What follows belongs to an exercise in optimizing a design on an open flow for small area, a short achievable clock period and few clock cycles; a production flow would make more cautious choices.
At most, simulation tests tie the RTL to the original design; equivalence was not proved.
No activity file was given, so power comes from the tool's default toggle rates.

==> module viterbi_hamming, before the edit <==
module viterbi_hamming (clk, reset, in_valid, r, out_valid, cw, metric);
  input         clk;
  input         reset;
  input         in_valid;
  input  [63:0] r;
  output reg        out_valid;
  output reg [7:0]  cw;
  output reg [10:0] metric;
  reg [63:0] r_q;
  reg        v_q, v2_q;
  wire [7:0] x0 = r_q[7:0],   x1 = r_q[15:8],  x2 = r_q[23:16], x3 = r_q[39:32];
  wire [7:0] x4 = r_q[31:24], x5 = r_q[47:40], x6 = r_q[55:48], x7 = r_q[63:56];
  wire [8:0] a0, a1, a2, a3, a4, a5, a6, a7;
  vh_addsub #(8, 0) s1_0 (.a(x0), .b(x1), .s(a0));
  vh_addsub #(8, 1) s1_1 (.a(x0), .b(x1), .s(a1));
  vh_addsub #(8, 0) s1_2 (.a(x2), .b(x3), .s(a2));
  vh_addsub #(8, 1) s1_3 (.a(x2), .b(x3), .s(a3));
  vh_addsub #(8, 0) s1_4 (.a(x4), .b(x5), .s(a4));
  vh_addsub #(8, 1) s1_5 (.a(x4), .b(x5), .s(a5));
  vh_addsub #(8, 0) s1_6 (.a(x6), .b(x7), .s(a6));
  vh_addsub #(8, 1) s1_7 (.a(x6), .b(x7), .s(a7));
  wire [9:0] b0, b1, b2, b3, b4, b5, b6, b7;
  vh_addsub #(9, 0) s2_0 (.a(a0), .b(a2), .s(b0));
  vh_addsub #(9, 0) s2_1 (.a(a1), .b(a3), .s(b1));
  vh_addsub #(9, 1) s2_2 (.a(a0), .b(a2), .s(b2));
  vh_addsub #(9, 1) s2_3 (.a(a1), .b(a3), .s(b3));
  vh_addsub #(9, 0) s2_4 (.a(a4), .b(a6), .s(b4));
  vh_addsub #(9, 0) s2_5 (.a(a5), .b(a7), .s(b5));
  vh_addsub #(9, 1) s2_6 (.a(a4), .b(a6), .s(b6));
  vh_addsub #(9, 1) s2_7 (.a(a5), .b(a7), .s(b7));
  wire [9:0] s0, s1, s2, s3;
  wire sx0, sx1, sx2, sx3, sy0, sy1, sy2, sy3;
  vh_pair p0 (.x(b0), .y(b4), .s(s0), .sx(sx0), .sy(sy0));
  vh_pair p1 (.x(b1), .y(b5), .s(s1), .sx(sx1), .sy(sy1));
  vh_pair p2 (.x(b2), .y(b6), .s(s2), .sx(sx2), .sy(sy2));
  vh_pair p3 (.x(b3), .y(b7), .s(s3), .sx(sx3), .sy(sy3));
  wire par = b0[0] ^ b4[0];
  reg [8:0] s0_q, s1_q, s2_q, s3_q;
  reg [3:0] sx_q, sy_q;
  reg       par_q;
  wire [3:0]  t  = sy_q & {4{~par_q}};
  wire [9:0] k0 = {s0_q, t[0]}, k1 = {s1_q, t[1]};
  wire [9:0] k2 = {s2_q, t[2]}, k3 = {s3_q, t[3]};
  wire [3:0]  hiv = sx_q ^ sy_q;
  wire g10, g20, g30, g21, g31, g32;
  vh_gt #(10) c10 (.a(k1), .b(k0), .gt(g10));
  vh_gt #(10) c20 (.a(k2), .b(k0), .gt(g20));
  vh_gt #(10) c30 (.a(k3), .b(k0), .gt(g30));
  vh_gt #(10) c21 (.a(k2), .b(k1), .gt(g21));
  vh_gt #(10) c31 (.a(k3), .b(k1), .gt(g31));
  vh_gt #(10) c32 (.a(k3), .b(k2), .gt(g32));
  wire [3:0] w;
  assign w[0] = ~g10 & ~g20 & ~g30;
  assign w[1] =  g10 & ~g21 & ~g31;
  assign w[2] =  g20 &  g21 & ~g32;
  assign w[3] =  g30 &  g31 &  g32;
  wire [9:0] mk = ({10{w[0]}} & k0) | ({10{w[1]}} & k1) | ({10{w[2]}} & k2) | ({10{w[3]}} & k3);
  wire hi = |(w & hiv);
  wire sg = |(w & sx_q);
  wire [2:0] a = {hi, w[2] | w[3], w[1] | w[3]};
  wire [9:0] half = {1'b0, mk[9:1]} + {9'd0, mk[0]};
  wire [10:0] mag = {half, par_q};
  wire a0b = ~sg;
  wire [7:0] c;
  assign c[0] = a0b;                          
  assign c[1] = a[0] ^ a0b;                   
  assign c[2] = a[1] ^ a0b;                   
  assign c[4] = a[0] ^ a[1] ^ a0b;            
  assign c[3] = a[2] ^ a0b;                   
  assign c[5] = a[2] ^ a[0] ^ a0b;            
  assign c[6] = a[2] ^ a[1] ^ a0b;            
  assign c[7] = a[2] ^ a[1] ^ a[0] ^ a0b;     
  always @(posedge clk) begin
    if (reset) begin
      v_q <= 1'b0;
      v2_q <= 1'b0;
      out_valid <= 1'b0;
    end else begin
      v_q <= in_valid;
      v2_q <= v_q;
      out_valid <= v2_q;
    end
    r_q <= r;
    s0_q <= s0[9:1];
    s1_q <= s1[9:1];
    s2_q <= s2[9:1];
    s3_q <= s3[9:1];
    par_q <= par;
    sx_q <= {sx3, sx2, sx1, sx0};
    sy_q <= {sy3, sy2, sy1, sy0};
    cw <= c;
    metric <= mag;
  end
endmodule
==> flow/config.mk <==
export PLATFORM = sky130hd
export DESIGN_NAME = viterbi_hamming
export DESIGN_NICKNAME = viterbi_hamming
export VERILOG_FILES = /design/flow/design.v
export SDC_FILE = /design/flow/constraint.sdc
export NUM_CORES = 4
export LEC_CHECK = 0
export ABC_AREA = 1
export CAP_MARGIN = 20
export CORE_MARGIN = 2
export CORE_UTILIZATION = 40
export CTS_BUF_LIST = sky130_fd_sc_hd__clkbuf_8
export CTS_CLUSTER_SIZE = 30
export SLEW_MARGIN = 20
export ADDER_MAP_FILE =
export BUFFER_PORTS_ARGS = -buffer_cell sky130_fd_sc_hd__buf_1
==> flow/constraint.sdc <==
create_clock -name core_clock -period 15.0 [get_ports {clk}]
set_input_delay 3.0000 -clock core_clock [delete_from_list [all_inputs] [get_ports {clk}]]
set_output_delay 3.0000 -clock core_clock [all_outputs]
set_load 0.01 [all_outputs]
standard.sh (not shown) runs the stock make flow with config.mk's settings and CLKGATE_MAP_FILE= SYNTH_SCRIPT=/design/flow/synth_recipe.tcl, a recipe that flattens the netlist after the stock synthesis.
==> flow/flow/run.sh <==
#!/bin/bash
# Layout flow: the standard flow, with Yosys's full/half-adder extraction off
# so that ABC maps the adders itself, and plain buffers on the ports.
set -e
echo "export ADDER_MAP_FILE =" >> config.mk
echo "export BUFFER_PORTS_ARGS = -buffer_cell sky130_fd_sc_hd__buf_1" >> config.mk
bash standard.sh > standard.log 2>&1
Next try:
--- a/flow/design.v
+++ b/flow/design.v
@@ -10,6 +10,21 @@
     for (i = 0; i <= W; i = i + 1) begin : bit_
       assign s[i]   = x[i] ^ y[i] ^ c[i];
       assign c[i+1] = (x[i] & y[i]) | (c[i] & (x[i] ^ y[i]));
+    end
+  endgenerate
+endmodule
+module vh_bf1 #(parameter SUB = 0) (u, p, s);
+  input  [7:0] u, p;
+  output [8:0] s;
+  wire [8:0] x  = {u[7], u};
+  wire [8:0] pp = {p[7], p} ^ {9{SUB[0]}};
+  wire [9:0] c;
+  assign c[0] = SUB[0];
+  genvar i;
+  generate
+    for (i = 0; i <= 8; i = i + 1) begin : bit_
+      assign s[i]   = pp[i] ^ c[i];
+      assign c[i+1] = pp[i] ? c[i] : x[i];
     end
   endgenerate
 endmodule
@@ -57,19 +72,21 @@
   output reg        out_valid;
   output reg [7:0]  cw;
   output reg [10:0] metric;
-  reg [63:0] r_q;
+  wire [7:0] u0 = r[7:0],   v0 = r[15:8];     
+  wire [7:0] u1 = r[23:16], v1 = r[39:32];    
+  wire [7:0] u2 = r[31:24], v2 = r[47:40];    
+  wire [7:0] u3 = r[55:48], v3 = r[63:56];    
+  reg  [7:0] u0_q, u1_q, u2_q, u3_q, p0_q, p1_q, p2_q, p3_q;
   reg        v_q, v2_q;
-  wire [7:0] x0 = r_q[7:0],   x1 = r_q[15:8],  x2 = r_q[23:16], x3 = r_q[39:32];
-  wire [7:0] x4 = r_q[31:24], x5 = r_q[47:40], x6 = r_q[55:48], x7 = r_q[63:56];
   wire [8:0] a0, a1, a2, a3, a4, a5, a6, a7;
-  vh_addsub #(8, 0) s1_0 (.a(x0), .b(x1), .s(a0));
-  vh_addsub #(8, 1) s1_1 (.a(x0), .b(x1), .s(a1));
-  vh_addsub #(8, 0) s1_2 (.a(x2), .b(x3), .s(a2));
-  vh_addsub #(8, 1) s1_3 (.a(x2), .b(x3), .s(a3));
-  vh_addsub #(8, 0) s1_4 (.a(x4), .b(x5), .s(a4));
-  vh_addsub #(8, 1) s1_5 (.a(x4), .b(x5), .s(a5));
-  vh_addsub #(8, 0) s1_6 (.a(x6), .b(x7), .s(a6));
-  vh_addsub #(8, 1) s1_7 (.a(x6), .b(x7), .s(a7));
+  vh_bf1 #(0) s1_0 (.u(u0_q), .p(p0_q), .s(a0));
+  vh_bf1 #(1) s1_1 (.u(u0_q), .p(p0_q), .s(a1));
+  vh_bf1 #(0) s1_2 (.u(u1_q), .p(p1_q), .s(a2));
+  vh_bf1 #(1) s1_3 (.u(u1_q), .p(p1_q), .s(a3));
+  vh_bf1 #(0) s1_4 (.u(u2_q), .p(p2_q), .s(a4));
+  vh_bf1 #(1) s1_5 (.u(u2_q), .p(p2_q), .s(a5));
+  vh_bf1 #(0) s1_6 (.u(u3_q), .p(p3_q), .s(a6));
+  vh_bf1 #(1) s1_7 (.u(u3_q), .p(p3_q), .s(a7));
   wire [9:0] b0, b1, b2, b3, b4, b5, b6, b7;
   vh_addsub #(9, 0) s2_0 (.a(a0), .b(a2), .s(b0));
   vh_addsub #(9, 0) s2_1 (.a(a1), .b(a3), .s(b1));
@@ -131,7 +148,8 @@
       v2_q <= v_q;
       out_valid <= v2_q;
     end
-    r_q <= r;
+    {u0_q, u1_q, u2_q, u3_q} <= {u0, u1, u2, u3};
+    {p0_q, p1_q, p2_q, p3_q} <= {u0 ^ v0, u1 ^ v1, u2 ^ v2, u3 ^ v3};
     s0_q <= s0[9:1];
     s1_q <= s1[9:1];
     s2_q <= s2[9:1];
What happened: Hold slack is about the same. Routed wire length rises slightly. Total power rises by about a fifth. Utilization rose by 0.65 points. Via count decreases slightly. Non-clock buffer count stays the same. Setup slack improves by 0.0071 ns. Register-to-register slack improved by 0.10 ns. Clock-buffer cell count stays the same. First-iteration DRC count is higher by a quarter to a third. Sequential share of layout area climbs by 0.19 points. Cell area fell slightly. Area after synthesis drops slightly.
Testbench counts after the change, summed over its fixed seeds: cycles 32,016.
No functional check of the RTL was part of the first run of this note.

========
The RTL this note starts from:
==> flow/design.v <==
module vh_addsub #(parameter W = 8, parameter SUB = 0) (a, b, s);
  input  [W-1:0] a, b;
  output [W:0]   s;
  wire [W:0] x = {a[W-1], a};
  wire [W:0] y = {b[W-1], b} ^ {(W+1){SUB[0]}};
  wire [W+1:0] c;
  assign c[0] = SUB[0];
  genvar i;
  generate
    for (i = 0; i <= W; i = i + 1) begin : bit_
      assign s[i]   = x[i] ^ y[i] ^ c[i];
      assign c[i+1] = (x[i] & y[i]) | (c[i] & (x[i] ^ y[i]));
    end
  endgenerate
endmodule
module vh_addu #(parameter W = 9) (a, b, ci, s);
  input  [W-1:0] a, b;
  input          ci;
  output [W:0]   s;
  wire [W:0] c;
  assign c[0] = ci;
  genvar i;
  generate
    for (i = 0; i < W; i = i + 1) begin : bit_
      assign s[i]   = a[i] ^ b[i] ^ c[i];
      assign c[i+1] = (a[i] & b[i]) | (c[i] & (a[i] ^ b[i]));
    end
  endgenerate
  assign s[W] = c[W];
endmodule
module vh_gt #(parameter W = 11) (a, b, gt);
  input  [W-1:0] a, b;
  output         gt;
  wire [W:0] c;
  assign c[0] = 1'b0;
  genvar i;
  generate
    for (i = 0; i < W; i = i + 1) begin : bit_
      assign c[i+1] = (a[i] & ~b[i]) | (c[i] & ~(a[i] ^ b[i]));
    end
  endgenerate
  assign gt = c[W];
endmodule
module vh_pair (x, y, s, sx, sy);
  input  [9:0] x, y;
  output [9:0] s;
  output       sx, sy;
  assign sx = x[9];
  assign sy = y[9];
  vh_addu #(9) add (.a(x[8:0] ^ {9{sx}}), .b(y[8:0] ^ {9{sy}}), .ci(sx), .s(s));
endmodule
module viterbi_hamming (clk, reset, in_valid, r, out_valid, cw, metric);
  input         clk;
  input         reset;
  input         in_valid;
  input  [63:0] r;
  output reg        out_valid;
  output reg [7:0]  cw;
  output reg [10:0] metric;
  reg [63:0] r_q;
  reg        v_q, v2_q;
  wire [7:0] x0 = r_q[7:0],   x1 = r_q[15:8],  x2 = r_q[23:16], x3 = r_q[39:32];
  wire [7:0] x4 = r_q[31:24], x5 = r_q[47:40], x6 = r_q[55:48], x7 = r_q[63:56];
  wire [8:0] a0, a1, a2, a3, a4, a5, a6, a7;
  vh_addsub #(8, 0) s1_0 (.a(x0), .b(x1), .s(a0));
  vh_addsub #(8, 1) s1_1 (.a(x0), .b(x1), .s(a1));
  vh_addsub #(8, 0) s1_2 (.a(x2), .b(x3), .s(a2));
  vh_addsub #(8, 1) s1_3 (.a(x2), .b(x3), .s(a3));
  vh_addsub #(8, 0) s1_4 (.a(x4), .b(x5), .s(a4));
  vh_addsub #(8, 1) s1_5 (.a(x4), .b(x5), .s(a5));
  vh_addsub #(8, 0) s1_6 (.a(x6), .b(x7), .s(a6));
  vh_addsub #(8, 1) s1_7 (.a(x6), .b(x7), .s(a7));
  wire [9:0] b0, b1, b2, b3, b4, b5, b6, b7;
  vh_addsub #(9, 0) s2_0 (.a(a0), .b(a2), .s(b0));
  vh_addsub #(9, 0) s2_1 (.a(a1), .b(a3), .s(b1));
  vh_addsub #(9, 1) s2_2 (.a(a0), .b(a2), .s(b2));
  vh_addsub #(9, 1) s2_3 (.a(a1), .b(a3), .s(b3));
  vh_addsub #(9, 0) s2_4 (.a(a4), .b(a6), .s(b4));
  vh_addsub #(9, 0) s2_5 (.a(a5), .b(a7), .s(b5));
  vh_addsub #(9, 1) s2_6 (.a(a4), .b(a6), .s(b6));
  vh_addsub #(9, 1) s2_7 (.a(a5), .b(a7), .s(b7));
  wire [9:0] s0, s1, s2, s3;
  wire sx0, sx1, sx2, sx3, sy0, sy1, sy2, sy3;
  vh_pair p0 (.x(b0), .y(b4), .s(s0), .sx(sx0), .sy(sy0));
  vh_pair p1 (.x(b1), .y(b5), .s(s1), .sx(sx1), .sy(sy1));
  vh_pair p2 (.x(b2), .y(b6), .s(s2), .sx(sx2), .sy(sy2));
  vh_pair p3 (.x(b3), .y(b7), .s(s3), .sx(sx3), .sy(sy3));
  reg [9:0] s0_q, s1_q, s2_q, s3_q;
  reg [3:0] sx_q, sy_q;
  wire [10:0] k0 = {s0_q, sy_q[0]}, k1 = {s1_q, sy_q[1]};
  wire [10:0] k2 = {s2_q, sy_q[2]}, k3 = {s3_q, sy_q[3]};
  wire [3:0]  hiv = sx_q ^ sy_q;
  wire g10, g20, g30, g21, g31, g32;
  vh_gt #(11) c10 (.a(k1), .b(k0), .gt(g10));
  vh_gt #(11) c20 (.a(k2), .b(k0), .gt(g20));
  vh_gt #(11) c30 (.a(k3), .b(k0), .gt(g30));
  vh_gt #(11) c21 (.a(k2), .b(k1), .gt(g21));
  vh_gt #(11) c31 (.a(k3), .b(k1), .gt(g31));
  vh_gt #(11) c32 (.a(k3), .b(k2), .gt(g32));
  wire [3:0] w;
  assign w[0] = ~g10 & ~g20 & ~g30;
  assign w[1] =  g10 & ~g21 & ~g31;
  assign w[2] =  g20 &  g21 & ~g32;
  assign w[3] =  g30 &  g31 &  g32;
  wire [10:0] mk = ({11{w[0]}} & k0) | ({11{w[1]}} & k1) | ({11{w[2]}} & k2) | ({11{w[3]}} & k3);
  wire hi = |(w & hiv);
  wire sg = |(w & sx_q);
  wire [2:0] a = {hi, w[2] | w[3], w[1] | w[3]};
  wire [10:0] mag = {1'b0, mk[10:1]} + {10'd0, mk[0]};
  wire a0b = ~sg;
  wire [7:0] c;
  assign c[0] = a0b;                          
  assign c[1] = a[0] ^ a0b;                   
  assign c[2] = a[1] ^ a0b;                   
  assign c[4] = a[0] ^ a[1] ^ a0b;            
  assign c[3] = a[2] ^ a0b;                   
  assign c[5] = a[2] ^ a[0] ^ a0b;            
  assign c[6] = a[2] ^ a[1] ^ a0b;            
  assign c[7] = a[2] ^ a[1] ^ a[0] ^ a0b;     
  always @(posedge clk) begin
    if (reset) begin
      v_q <= 1'b0;
      v2_q <= 1'b0;
      out_valid <= 1'b0;
    end else begin
      v_q <= in_valid;
      v2_q <= v_q;
      out_valid <= v2_q;
    end
    r_q <= r;
    s0_q <= s0;
    s1_q <= s1;
    s2_q <= s2;
    s3_q <= s3;
    sx_q <= {sx3, sx2, sx1, sx0};
    sy_q <= {sy3, sy2, sy1, sy0};
    cw <= c;
    metric <= mag;
  end
endmodule
export LEC_CHECK = 0
export ABC_AREA = 1
export CAP_MARGIN = 20
export CORE_MARGIN = 2
export CORE_UTILIZATION = 40
export CTS_BUF_LIST = sky130_fd_sc_hd__clkbuf_8
export CTS_CLUSTER_SIZE = 30
export SLEW_MARGIN = 20
export BUFFER_PORTS_ARGS = -buffer_cell sky130_fd_sc_hd__buf_1
create_clock -name core_clock -period 15.0 [get_ports {clk}]
Scripts as last shown in full above: flow/flow/run.sh
The first run produced a clean layout.
Testbench counts at the start, summed over its fixed seeds: cycles 32,016.
Rerun with:
--- a/flow/design.v
+++ b/flow/design.v
@@ -88,26 +88,21 @@
   reg [9:0] s0_q, s1_q, s2_q, s3_q;
   reg [3:0] sx_q, sy_q;
   wire [10:0] k0 = {s0_q, sy_q[0]}, k1 = {s1_q, sy_q[1]};
   wire [10:0] k2 = {s2_q, sy_q[2]}, k3 = {s3_q, sy_q[3]};
   wire [3:0]  hiv = sx_q ^ sy_q;
-  wire g10, g20, g30, g21, g31, g32;
+  wire g10, g32, g;
   vh_gt #(11) c10 (.a(k1), .b(k0), .gt(g10));
-  vh_gt #(11) c20 (.a(k2), .b(k0), .gt(g20));
-  vh_gt #(11) c30 (.a(k3), .b(k0), .gt(g30));
-  vh_gt #(11) c21 (.a(k2), .b(k1), .gt(g21));
-  vh_gt #(11) c31 (.a(k3), .b(k1), .gt(g31));
   vh_gt #(11) c32 (.a(k3), .b(k2), .gt(g32));
-  wire [3:0] w;
-  assign w[0] = ~g10 & ~g20 & ~g30;
-  assign w[1] =  g10 & ~g21 & ~g31;
-  assign w[2] =  g20 &  g21 & ~g32;
-  assign w[3] =  g30 &  g31 &  g32;
-  wire [10:0] mk = ({11{w[0]}} & k0) | ({11{w[1]}} & k1) | ({11{w[2]}} & k2) | ({11{w[3]}} & k3);
-  wire hi = |(w & hiv);
-  wire sg = |(w & sx_q);
-  wire [2:0] a = {hi, w[2] | w[3], w[1] | w[3]};
+  wire [10:0] m01 = g10 ? k1 : k0;
+  wire [10:0] m23 = g32 ? k3 : k2;
+  vh_gt #(11) cf (.a(m23), .b(m01), .gt(g));
+  wire [10:0] mk = g ? m23 : m01;
+  wire [1:0] j = {g, g ? g32 : g10};
+  wire hi = hiv[j];
+  wire sg = sx_q[j];
+  wire [2:0] a = {hi, j};
   wire [10:0] mag = {1'b0, mk[10:1]} + {10'd0, mk[0]};
   wire a0b = ~sg;
   wire [7:0] c;
   assign c[0] = a0b;                          
   assign c[1] = a[0] ^ a0b;                   
Effect: Worst setup slack is worse by 140 ps. Final area came out lower by a few percent. Combinational power came out higher by about a fifth. Cell count came out lower by a few percent. Via count came out lower by a few percent. Non-clock buffer count came out lower by 1. Global-route usage came out lower by 0.62 points. Power came out higher by a little under a tenth. Synthesized cell count came out lower by a few percent.
Only the layout flow was run in the second run of this note; the RTL was not checked for function there.

-- separate check: timing with driven ports --
No port has a modelled driver above. Below, the same layouts with a new extraction and two added sets of constraints.
Step 1: set_driving_cell puts a clkbuf_16 on clk and a buf_2 on each other input, an assumption about the parent block.
Step 2 also shifts input and output timing later by t, the mid clock arrival at the registers, as if the neighbouring blocks saw the same clock.
a / b / c = ideal / step 1 / step 2; a / b = the first two.
| run | shift t [ns] | setup WS [ns] | worst hold slack (ns) | worst setup path at the end |
|---|---|---|---|---|
| the first run of note 1 | 0.502 | 11.065 / 11.018 / 11.100 | 0.408 / 0.408 / 0.408 | register to register |
| the second run of note 1 | 0.499 | 11.072 / 11.030 / 11.201 | 0.406 / 0.406 / 0.406 | register to register |
| the first run of note 2 | 0.493 | 11.086 / 11.045 / 11.132 | 0.400 / 0.400 / 0.400 | register to register |
| the second run of note 2 | 0.499 | 10.947 / 10.947 / 10.947 | 0.405 / 0.405 / 0.405 | register to register |
After both steps every run listed still meets setup and hold.
